Context: an optimization exercise on an open-source flow, tuned for small area and a short achievable clock period. The choices shown serve that exercise and are no tape-out recipe. Where RTL was checked, it was by simulation tests only, not by an equivalence proof against the original.

Setup of run K:
## fft_3_8
module fft_3_8 #(
 parameter DBW = 8,
 parameter CBW = 3) (
 input                  clk,
 input                  rstx,
 input                  clear,
 input      [  DBW-1:0] din,
 output reg [2*DBW-1:0] dout );
For scale: about 790 cells after synthesis, about 200 flip-flops, roughly 27 I/O pins, roughly 9800 um^2 of cells after synthesis.
==> module fft_3_8, before the edit <==
module fft_3_8 #(
 parameter DBW = 8,
 parameter CBW = 3) (
 input                  clk,
 input                  rstx,
 input                  clear,
 input      [  DBW-1:0] din,
 output reg [2*DBW-1:0] dout );
reg [7:0] ph;
always @(posedge clk or negedge rstx)
  if (!rstx)      ph <= 8'd1;
  else if (clear) ph <= 8'd1;
  else            ph <= {ph[6:0], ph[7]};
reg [7:0] din_r, sr1, sr2, sr3, sr4;
wire st1 = ph[5] | ph[6] | ph[7] | ph[0];
reg [7:0] opb;
always @(posedge clk) opb <= (ph[0] | ph[1]) ? sr1 : din;
wire [9:0] sum  = {{2{sr4[7]}}, sr4} + {{2{opb[7]}}, opb} + 10'd1;
wire [9:0] diff = {{2{sr4[7]}}, sr4} - {{2{opb[7]}}, opb} + 10'd1;
wire [7:0] s = sum[8:1];
wire       dsat = (sr4 == 8'h7f) && (opb == 8'h80);
wire [7:0] d = dsat ? 8'h7f : diff[8:1];
always @(posedge clk) begin
  din_r <= din;
  sr1   <= st1 ? s : din_r;
  sr2   <= sr1;
  sr3   <= sr2;
  sr4   <= sr3;
end
reg [7:0] d0, d1, d2, d3;       
reg [7:0] c0, c1, c4, c5;
always @(posedge clk) begin
  if (ph[5]) d0 <= d;
  if (ph[6]) d1 <= d;
  if (ph[7]) d2 <= d;
  if (ph[0]) d3 <= d;
  if (ph[1]) begin c0 <= s; c1 <= d; end
  if (ph[2]) begin c4 <= s; c5 <= d; end
end
wire       tneg = ph[5];
wire [9:0] ta3  = {{2{d1[7]}}, d1} ^ {10{tneg}};
wire [9:0] ta7  = ~{{2{d3[7]}}, d3};
wire [1:0] tk   = tneg ? (2'd2 - d1[0] + d3[0]) : (2'd1 + d1[0] + d3[0]);
wire [9:0] t2   = ta3 + ta7 + {8'd0, tk};
reg  [8:0] t;
always @(posedge clk) t <= t2[9:1];
wire [13:0] tx  = {{5{t[8]}}, t};
wire [13:0] q1 = tx << 5, q2 = tx << 3, q3 = tx << 2;
wire [13:0] ps1 = q1 ^ q2 ^ q3;
wire [13:0] pc1 = {(q1[12:0] & q2[12:0]) | (q1[12:0] & q3[12:0]) | (q2[12:0] & q3[12:0]), 1'b0};
wire [13:0] ps2 = ps1 ^ pc1 ^ tx;
wire [13:0] pc2 = {(ps1[12:0] & pc1[12:0]) | (ps1[12:0] & tx[12:0]) | (pc1[12:0] & tx[12:0]), 1'b0};
wire [13:0] p45 = ps2 + pc2;
reg [13:0] wp1, wp2;
reg [7:0]  wa1, wa5;
reg        we;
always @(posedge clk) begin
  if (ph[5]) begin wp1 <= p45; wa1 <= d0; wa5 <= d2; we <= d3[0]; end
  if (ph[6]) wp2 <= p45;
end
wire [7:0] phn = clear ? 8'd1 : {ph[6:0], ph[7]};
reg rA, rB, cx, nre, nim, nai, k4, k5, sat4;
always @(posedge clk or negedge rstx)
  if (!rstx) begin
    rA <= 1'b0; rB <= 1'b1; cx <= 1'b0; nre <= 1'b0; nim <= 1'b1; nai <= 1'b0;
    k4 <= 1'b0; k5 <= 1'b0;
  end else begin
    rA  <= phn[6] | phn[7];                       
    rB  <= phn[0] | phn[1];                       
    cx  <= phn[2] | phn[3] | phn[4] | phn[5];     
    nre <= phn[7] | phn[3] | phn[4];
    nim <= phn[0] | phn[3] | phn[5];
    nai <= phn[2] | phn[3];
    k4  <= phn[4];
    k5  <= phn[5];
  end
reg x4s;
always @(posedge clk) if (ph[3]) x4s <= (c0 == 8'h7f) && (c4 == 8'h80);
always @(posedge clk) sat4 <= x4s & phn[7];
wire [15:0] are = ({16{rA}} & {{2{c0[7]}}, c0, 6'd0})
                | ({16{rB}} & {{2{c1[7]}}, c1, 6'd0})
                | ({16{cx}} & {{3{wa1[7]}}, wa1, 5'd0});
wire [15:0] pre = ({16{rA}} & {{2{c4[7]}}, c4, 6'd0})
                | ({16{cx}} & {{2{wp1[13]}}, wp1});
wire       ken = k4 & we, kep = k5 & we;
wire [7:0] kre2 = (ken ? 8'd110 : kep ? 8'd19 : {7'd32, nre})
                + {2'd0, cx & wa1[0], 5'd0};
wire [15:0] vre = are + (pre ^ {16{nre}}) + {8'd0, kre2};
wire [7:0] xre = sat4 ? 8'h7f : vre[14:7];
wire [15:0] aim = {16{cx}} & ({{3{wa5[7]}}, wa5, 5'd0} ^ {16{nai}});
wire [15:0] pim = ({16{rB}} & {{2{c5[7]}}, c5, 6'd0})
                | ({16{cx}} & {{2{wp2[13]}}, wp2});
wire [7:0] kim2 = (rA ? 8'd0 : ken ? 8'd19 : kep ? 8'd110
                 : 8'd64 + {6'd0, nai & nim, nai ^ nim})
                + {2'd0, cx & wa5[0], 5'd0};
wire [15:0] vim = aim + (pim ^ {16{nim}}) + {8'd0, kim2};
wire [7:0] xim = vim[14:7];
always @(posedge clk) dout <= {xim, xre};
endmodule
==> flow/config.mk <==
export PLATFORM = sky130hd
export DESIGN_NAME = fft_3_8
export DESIGN_NICKNAME = fft_3_8
export VERILOG_FILES = /design/flow/design.v
export SDC_FILE = /design/flow/constraint.sdc
export NUM_CORES = 4
export LEC_CHECK = 0
export ABC_CLOCK_PERIOD_IN_PS = 3500
export CAP_MARGIN = 20
export CORE_MARGIN = 2
export CORE_UTILIZATION = 40
export SETUP_SLACK_MARGIN = 5
export SLEW_MARGIN = 20
==> flow/constraint.sdc <==
create_clock -name core_clock -period 9.5 [get_ports {clk}]
set_input_delay 1.9000 -clock core_clock [delete_from_list [all_inputs] [get_ports {clk}]]
set_output_delay 1.9000 -clock core_clock [all_outputs]
set_load 0.01 [all_outputs]
run.sh (not shown) runs the stock make flow with config.mk's settings and CLKGATE_MAP_FILE= SYNTH_SCRIPT=/design/flow/synth_recipe.tcl, a recipe that flattens the netlist after the stock synthesis.
The inputs of run C differ from those of run K as listed below.
--- a/flow/design.v
+++ b/flow/design.v
@@ -11,12 +11,11 @@
   if (!rstx)      ph <= 8'd1;
   else if (clear) ph <= 8'd1;
   else            ph <= {ph[6:0], ph[7]};
 reg [7:0] din_r, sr1, sr2, sr3, sr4;
 wire st1 = ph[5] | ph[6] | ph[7] | ph[0];
-reg [7:0] opb;
-always @(posedge clk) opb <= (ph[0] | ph[1]) ? sr1 : din;
+wire [7:0] opb = (ph[1] | ph[2]) ? sr2 : din_r;
 wire [9:0] sum  = {{2{sr4[7]}}, sr4} + {{2{opb[7]}}, opb} + 10'd1;
 wire [9:0] diff = {{2{sr4[7]}}, sr4} - {{2{opb[7]}}, opb} + 10'd1;
 wire [7:0] s = sum[8:1];
 wire       dsat = (sr4 == 8'h7f) && (opb == 8'h80);
 wire [7:0] d = dsat ? 8'h7f : diff[8:1];
@@ -43,16 +42,11 @@
 wire [1:0] tk   = tneg ? (2'd2 - d1[0] + d3[0]) : (2'd1 + d1[0] + d3[0]);
 wire [9:0] t2   = ta3 + ta7 + {8'd0, tk};
 reg  [8:0] t;
 always @(posedge clk) t <= t2[9:1];
 wire [13:0] tx  = {{5{t[8]}}, t};
-wire [13:0] q1 = tx << 5, q2 = tx << 3, q3 = tx << 2;
-wire [13:0] ps1 = q1 ^ q2 ^ q3;
-wire [13:0] pc1 = {(q1[12:0] & q2[12:0]) | (q1[12:0] & q3[12:0]) | (q2[12:0] & q3[12:0]), 1'b0};
-wire [13:0] ps2 = ps1 ^ pc1 ^ tx;
-wire [13:0] pc2 = {(ps1[12:0] & pc1[12:0]) | (ps1[12:0] & tx[12:0]) | (pc1[12:0] & tx[12:0]), 1'b0};
-wire [13:0] p45 = ps2 + pc2;
+wire [13:0] p45 = (tx << 5) + (tx << 3) + (tx << 2) + tx;
 reg [13:0] wp1, wp2;
 reg [7:0]  wa1, wa5;
 reg        we;
 always @(posedge clk) begin
   if (ph[5]) begin wp1 <= p45; wa1 <= d0; wa5 <= d2; we <= d3[0]; end
Findings:
- Run C: layout net count lower than run K
- NOTE: smallest setup slack after layout in run C exceeds that of run K
- Cmp run K and run C / basic-gate share of the synthesized area counting and, or, nand and nor cells / higher: run K
- Re synthesized cell area: run K was higher than run C.
- Run K has higher area of the multi-input gates than run C.
- Final instance area, run K and run C, higher one = run K.
- Looking at run K and run C, the growth of design area from synthesis to finish is a wash.
- Run C packs its core tighter than run K.
- Run K → run C: biggest cell delay along the critical path down 0.12 ns; maximum fanout count along the critical path shows a reduction of about 9%.
No run of this note included a check of the RTL's function; only the layout flow was run.

== the previous run ==
The RTL this note starts from:
==> flow/design.v <==
module fft_3_8 #(
 parameter DBW = 8,
 parameter CBW = 3) (
 input                  clk,
 input                  rstx,
 input                  clear,
 input      [  DBW-1:0] din,
 output reg [2*DBW-1:0] dout );
reg [2:0] cnt;
always @(posedge clk or negedge rstx)
  if (!rstx)      cnt <= 3'd0;
  else if (clear) cnt <= 3'd0;
  else            cnt <= cnt + 3'd1;
wire [2:0] cntn = clear ? 3'd0 : cnt + 3'd1;
wire [7:0] ph  = 8'd1 << cnt;
wire [7:0] phn = 8'd1 << cntn;                       
reg [7:0] din_r, sr1, sr2, sr3, sr4, opb;
wire st1 = ph[5] | ph[6] | ph[7] | ph[0];
wire [9:0] sum = {{2{sr4[7]}}, sr4} + {{2{opb[7]}}, opb} + 10'd1;
wire [8:0] nd  = {opb[7], opb} - {sr4[7], sr4};
wire [7:0] s   = sum[8:1];
wire       sat = (sr4 == 8'h7f) && (opb == 8'h80);    
wire [7:0] q   = sat ? 8'h81 : nd[8:1];
always @(posedge clk) begin
  din_r <= din;
  sr1   <= st1 ? s : din_r;
  sr2   <= sr1;
  sr3   <= ph[1] ? s : sr2;              
  sr4   <= sr3;
  opb   <= (ph[0] | ph[1]) ? sr1 : ph[2] ? s : din;
end
reg [7:0] d0, d1, d2, d3;       
reg [7:0] c1, c5, x0, x4;       
always @(posedge clk) begin
  if (ph[5]) d0 <= q;
  if (ph[6]) d1 <= q;
  if (ph[7]) d2 <= q;
  if (ph[0]) d3 <= q;
  if (ph[1]) c1 <= q;
  if (ph[2]) c5 <= q;
  if (ph[3]) begin x0 <= s; x4 <= q; end
end
reg tneg;
always @(posedge clk) tneg <= phn[4];
wire [8:0] tq3 = {{2{d1[7]}}, d1[7:1]} ^ {9{tneg}};
wire [8:0] tq7 = {{2{d3[7]}}, d3[7:1]};
wire [1:0] tk  = {1'b0, tneg} + {1'b0, d3[0]};
wire [8:0] tsum = tq3 + tq7 + {7'd0, tk};
reg  [8:0] t;
always @(posedge clk) t <= tsum;
wire [13:0] tx = {{5{t[8]}}, t};
wire [13:0] q1 = tx << 5, q2 = tx << 3, q3 = tx << 2;
wire [13:0] ps1 = q1 ^ q2 ^ q3;
wire [13:0] pc1 = {(q1[12:0] & q2[12:0]) | (q1[12:0] & q3[12:0]) | (q2[12:0] & q3[12:0]), 1'b0};
wire [13:0] ps2 = ps1 ^ pc1 ^ tx;
wire [13:0] pc2 = {(ps1[12:0] & pc1[12:0]) | (ps1[12:0] & tx[12:0]) | (pc1[12:0] & tx[12:0]), 1'b0};
wire [13:0] p45 = ps2 + pc2;
wire        e   = d3[0];
wire        pz  = t[5:0] == 6'd0;         
wire        pc  = e && (p45[5:0] < 6'd45);
wire        pcy = pc | (e ? (p45[5:0] == 6'd45) : pz);
reg [7:0] h1, h2;
reg [6:0] wq1, wq5;
reg       wp5, z1, z2, c1f, c2f, y1, y2;
always @(posedge clk) begin
  if (ph[5]) begin h1 <= p45[13:6]; z1 <= pz; c1f <= pc; y1 <= pcy;    
                   wq1 <= d0[7:1]; wq5 <= d2[7:1]; wp5 <= d2[0]; end
  if (ph[6]) begin h2 <= p45[13:6]; z2 <= pz; c2f <= pc; y2 <= pcy; end  
end
reg rx0, rx4, rc1, rcx, rinv, r3, r4, r5;                    
reg ic5, ic6, im, in, iinv;                                  
always @(posedge clk) begin
    rx0  <= phn[6];                                    
    rx4  <= phn[7];                                    
    rc1  <= phn[0] | phn[1];                           
    rcx  <= phn[2] | phn[3] | phn[4] | phn[5];         
    rinv <= phn[3] | phn[4];
    r3   <= phn[3];
    r4   <= phn[4];
    r5   <= phn[5];
    ic5  <= phn[0];                                    
    ic6  <= phn[1];                                    
    im   <= phn[2] | phn[3];
    in   <= phn[4] | phn[5];
    iinv <= phn[3] | phn[5];
  end
wire [8:0] are = ({9{rx0}} & {x0, 1'b0})
               | ({9{rx4}} & {~x4, 1'b1})
               | ({9{rc1}} & ~{c1[7], c1})
               | ({9{rcx}} & ~{{2{wq1[6]}}, wq1});
wire [7:0] bre = ({8{rcx}} & h1) ^ {8{rinv}};
wire [8:0] bre9 = {bre[7], bre};
wire [1:0] kre = rx0 ? 2'd0
               : rx4 ? 2'd1
               : r5  ? {~c1f, c1f}
               :       {1'b1, (r3 & z1) | (r4 & y1)};
wire [8:0] vre = are + bre9 + {7'd0, kre};
wire [8:0] aim = ({9{ic5}} & {c5[7], c5})
               | ({9{ic6}} & ~{c5[7], c5})
               | ({9{im}} & {{2{wq5[6]}}, wq5})
               | ({9{in}} & ~{{2{wq5[6]}}, wq5});
wire [7:0] bim = ({8{im | in}} & h2) ^ {8{iinv}};
wire [8:0] bim9 = {bim[7], bim};
wire [1:0] kim = ic5 ? 2'd1
               : ic6 ? 2'd2
               : im  ? 2'd1 + {1'b0, wp5} + {1'b0, r3 & z2}
               : r4  ? {~c2f, c2f}
               : r5  ? {1'b1, y2}
               :       2'd0;
wire [8:0] vim = aim + bim9 + {7'd0, kim};
always @(posedge clk) dout <= {vim[8:1], vre[8:1]};
endmodule
export LEC_CHECK = 0
export CAP_MARGIN = 20
export CORE_MARGIN = 2
export CORE_UTILIZATION = 40
export CTS_CLUSTER_DIAMETER = 100
export CTS_CLUSTER_SIZE = 30
export SETUP_SLACK_MARGIN = 5
export SLEW_MARGIN = 20
create_clock -name core_clock -period 9.5 [get_ports {clk}]
standard.sh (not shown) runs the stock make flow with config.mk's settings and CLKGATE_MAP_FILE= SYNTH_SCRIPT=/design/flow/synth_recipe.tcl, a recipe that flattens the netlist after the stock synthesis.
==> flow/flow/run.sh <==
#!/bin/bash
set -euo pipefail
MARGIN=${MARGIN:-6.5}
sed -e "s/SETUP_SLACK_MARGIN=[0-9.]*/SETUP_SLACK_MARGIN=$MARGIN/" \
    -e "s/ SLEW_MARGIN=/ BUFFER_PORTS_ARGS='-buffer_cell sky130_fd_sc_hd__buf_2' SLEW_MARGIN=/" \
    standard.sh > margin_flow.sh
bash margin_flow.sh > margin_flow.log 2>&1
For the current run, these inputs were changed with respect to the previous run:
--- a/flow/design.v
+++ b/flow/design.v
@@ -37,76 +37,83 @@
   if (ph[7]) d2 <= q;
   if (ph[0]) d3 <= q;
   if (ph[1]) c1 <= q;
   if (ph[2]) c5 <= q;
   if (ph[3]) begin x0 <= s; x4 <= q; end
 end
-reg tneg;
-always @(posedge clk) tneg <= phn[4];
+reg tneg, te;
+always @(posedge clk) begin
+  tneg <= phn[2] | phn[4];
+  te   <= phn[2] | phn[3];
+end
 wire [8:0] tq3 = {{2{d1[7]}}, d1[7:1]} ^ {9{tneg}};
 wire [8:0] tq7 = {{2{d3[7]}}, d3[7:1]};
-wire [1:0] tk  = {1'b0, tneg} + {1'b0, d3[0]};
+wire [1:0] tk  = {1'b0, tneg} + {1'b0, te & d3[0]};
 wire [8:0] tsum = tq3 + tq7 + {7'd0, tk};
 reg  [8:0] t;
 always @(posedge clk) t <= tsum;
 wire [13:0] tx = {{5{t[8]}}, t};
 wire [13:0] q1 = tx << 5, q2 = tx << 3, q3 = tx << 2;
 wire [13:0] ps1 = q1 ^ q2 ^ q3;
 wire [13:0] pc1 = {(q1[12:0] & q2[12:0]) | (q1[12:0] & q3[12:0]) | (q2[12:0] & q3[12:0]), 1'b0};
 wire [13:0] ps2 = ps1 ^ pc1 ^ tx;
 wire [13:0] pc2 = {(ps1[12:0] & pc1[12:0]) | (ps1[12:0] & tx[12:0]) | (pc1[12:0] & tx[12:0]), 1'b0};
 wire [13:0] p45 = ps2 + pc2;
-wire        e   = d3[0];
 wire        pz  = t[5:0] == 6'd0;         
-wire        pc  = e && (p45[5:0] < 6'd45);
-wire        pcy = pc | (e ? (p45[5:0] == 6'd45) : pz);
-reg [7:0] h1, h2;
+reg [7:0] h1, h2, g1, g2;
 reg [6:0] wq1, wq5;
-reg       wp5, z1, z2, c1f, c2f, y1, y2;
+reg       wp5, z1, z2, y1, y2;
 always @(posedge clk) begin
-  if (ph[5]) begin h1 <= p45[13:6]; z1 <= pz; c1f <= pc; y1 <= pcy;    
+  if (ph[3]) begin h1 <= p45[13:6]; z1 <= pz; end         
+  if (ph[4]) begin h2 <= p45[13:6]; z2 <= pz; end         
+  if (ph[5]) begin g1 <= p45[13:6]; y1 <= pz;             
                    wq1 <= d0[7:1]; wq5 <= d2[7:1]; wp5 <= d2[0]; end
-  if (ph[6]) begin h2 <= p45[13:6]; z2 <= pz; c2f <= pc; y2 <= pcy; end  
+  if (ph[6]) begin g2 <= p45[13:6]; y2 <= pz; end         
 end
-reg rx0, rx4, rc1, rcx, rinv, r3, r4, r5;                    
-reg ic5, ic6, im, in, iinv;                                  
+reg rx0, rx4, rc1, rcx, rh, rg, rinv, rci, rzh, rzg;        
+reg ic5, ic6, im, in, ih, ig, iinv, ione, izh, izg;         
 always @(posedge clk) begin
     rx0  <= phn[6];                                    
     rx4  <= phn[7];                                    
     rc1  <= phn[0] | phn[1];                           
     rcx  <= phn[2] | phn[3] | phn[4] | phn[5];         
+    rh   <= phn[2] | phn[3];
+    rg   <= phn[4] | phn[5];
     rinv <= phn[3] | phn[4];
-    r3   <= phn[3];
-    r4   <= phn[4];
-    r5   <= phn[5];
+    rci  <= phn[7] | phn[0] | phn[1];
+    rzh  <= phn[3];
+    rzg  <= phn[4];
     ic5  <= phn[0];                                    
     ic6  <= phn[1];                                    
     im   <= phn[2] | phn[3];
     in   <= phn[4] | phn[5];
+    ih   <= phn[2] | phn[3];
+    ig   <= phn[4] | phn[5];
     iinv <= phn[3] | phn[5];
+    ione <= phn[0] | phn[1];
+    izh  <= phn[3];
+    izg  <= phn[5];
   end
 wire [8:0] are = ({9{rx0}} & {x0, 1'b0})
                | ({9{rx4}} & {~x4, 1'b1})
                | ({9{rc1}} & ~{c1[7], c1})
                | ({9{rcx}} & ~{{2{wq1[6]}}, wq1});
-wire [7:0] bre = ({8{rcx}} & h1) ^ {8{rinv}};
+wire [7:0] bre = (({8{rh}} & h1) | ({8{rg}} & g1)) ^ {8{rinv}};
 wire [8:0] bre9 = {bre[7], bre};
 wire [1:0] kre = rx0 ? 2'd0
                : rx4 ? 2'd1
-               : r5  ? {~c1f, c1f}
-               :       {1'b1, (r3 & z1) | (r4 & y1)};
+               :       {1'b1, (rzh & z1) | (rzg & y1)};
 wire [8:0] vre = are + bre9 + {7'd0, kre};
 wire [8:0] aim = ({9{ic5}} & {c5[7], c5})
                | ({9{ic6}} & ~{c5[7], c5})
                | ({9{im}} & {{2{wq5[6]}}, wq5})
                | ({9{in}} & ~{{2{wq5[6]}}, wq5});
-wire [7:0] bim = ({8{im | in}} & h2) ^ {8{iinv}};
+wire [7:0] bim = (({8{ih}} & h2) | ({8{ig}} & g2)) ^ {8{iinv}};
 wire [8:0] bim9 = {bim[7], bim};
 wire [1:0] kim = ic5 ? 2'd1
                : ic6 ? 2'd2
-               : im  ? 2'd1 + {1'b0, wp5} + {1'b0, r3 & z2}
-               : r4  ? {~c2f, c2f}
-               : r5  ? {1'b1, y2}
+               : im  ? 2'd1 + {1'b0, wp5} + {1'b0, izh & z2}
+               : in  ? {1'b1, izg & y2}
                :       2'd0;
 wire [8:0] vim = aim + bim9 + {7'd0, kim};
 always @(posedge clk) dout <= {vim[8:1], vre[8:1]};
 endmodule
[summary]
- From the previous run to the current run the numbers moved as follows: post-route minimum period now sits lower; post-detailed-routing wire length now sits higher; clock-pin slew of the registers on the worst-case setup and hold paths now sits higher.
- [compare] base=the previous run new=the current run: chip height climbed 2.5 um; final cell count without fillers decreased by 26 relative to the old numbers.
- Higher area of the core was reported by the current run, not the previous run.
- The current run ended with more number of gates resized after CTS than the previous run.
- Going from the previous run to the current run, the average wire per cell in the routed design was found to have gone up by 0.88 um.
- The current run: worst hold slack 7.6 ps above the previous run
- Setup WNS the previous run -> the current run: better
- The current run against the previous run: count of flip-flops and latches has increased, number of global-route vias before repair has decreased.
For the current run, only the layout was checked, not whether the RTL still works.

what the ideal ports hide:
No port has a modelled driver above. Below, the same layouts with a new extraction and two added sets of constraints.
Step 1 sets driving cells, clkbuf_16 on the clock port and buf_2 on the other inputs (assumed; they add their load-dependent delay and slew).
Step 2, shift: input delay + t, output delay - t, t = (earliest + latest rising clock arrival at the registers) / 2. This alone moves slack from input paths to output paths.
Slacks: ideal / step 1 / step 2; pairs: ideal / step 1.
run	t, ns	setup WS [ns]	worst setup path after step 2	latest minus earliest clock arrival (ns)	slew at the worst register clock pin (ns)
run K	0.468	5.573 / 5.573 / 5.573	register to register	0.018 / 0.018	0.09 / 0.09
run C	0.465	5.651 / 5.651 / 5.651	register to register	0.018 / 0.018	0.08 / 0.08
the previous run	0.468	6.586 / 6.586 / 6.586	register to register	0.017 / 0.016	0.08 / 0.08
the current run	0.507	6.593 / 6.593 / 6.584	input to register	0.028 / 0.028	0.11 / 0.11
After both steps setup and hold are still met in every run listed. The setup slack of the current run, which loses most, moves by 0.000 ns with the drivers and by -0.009 ns with both steps.
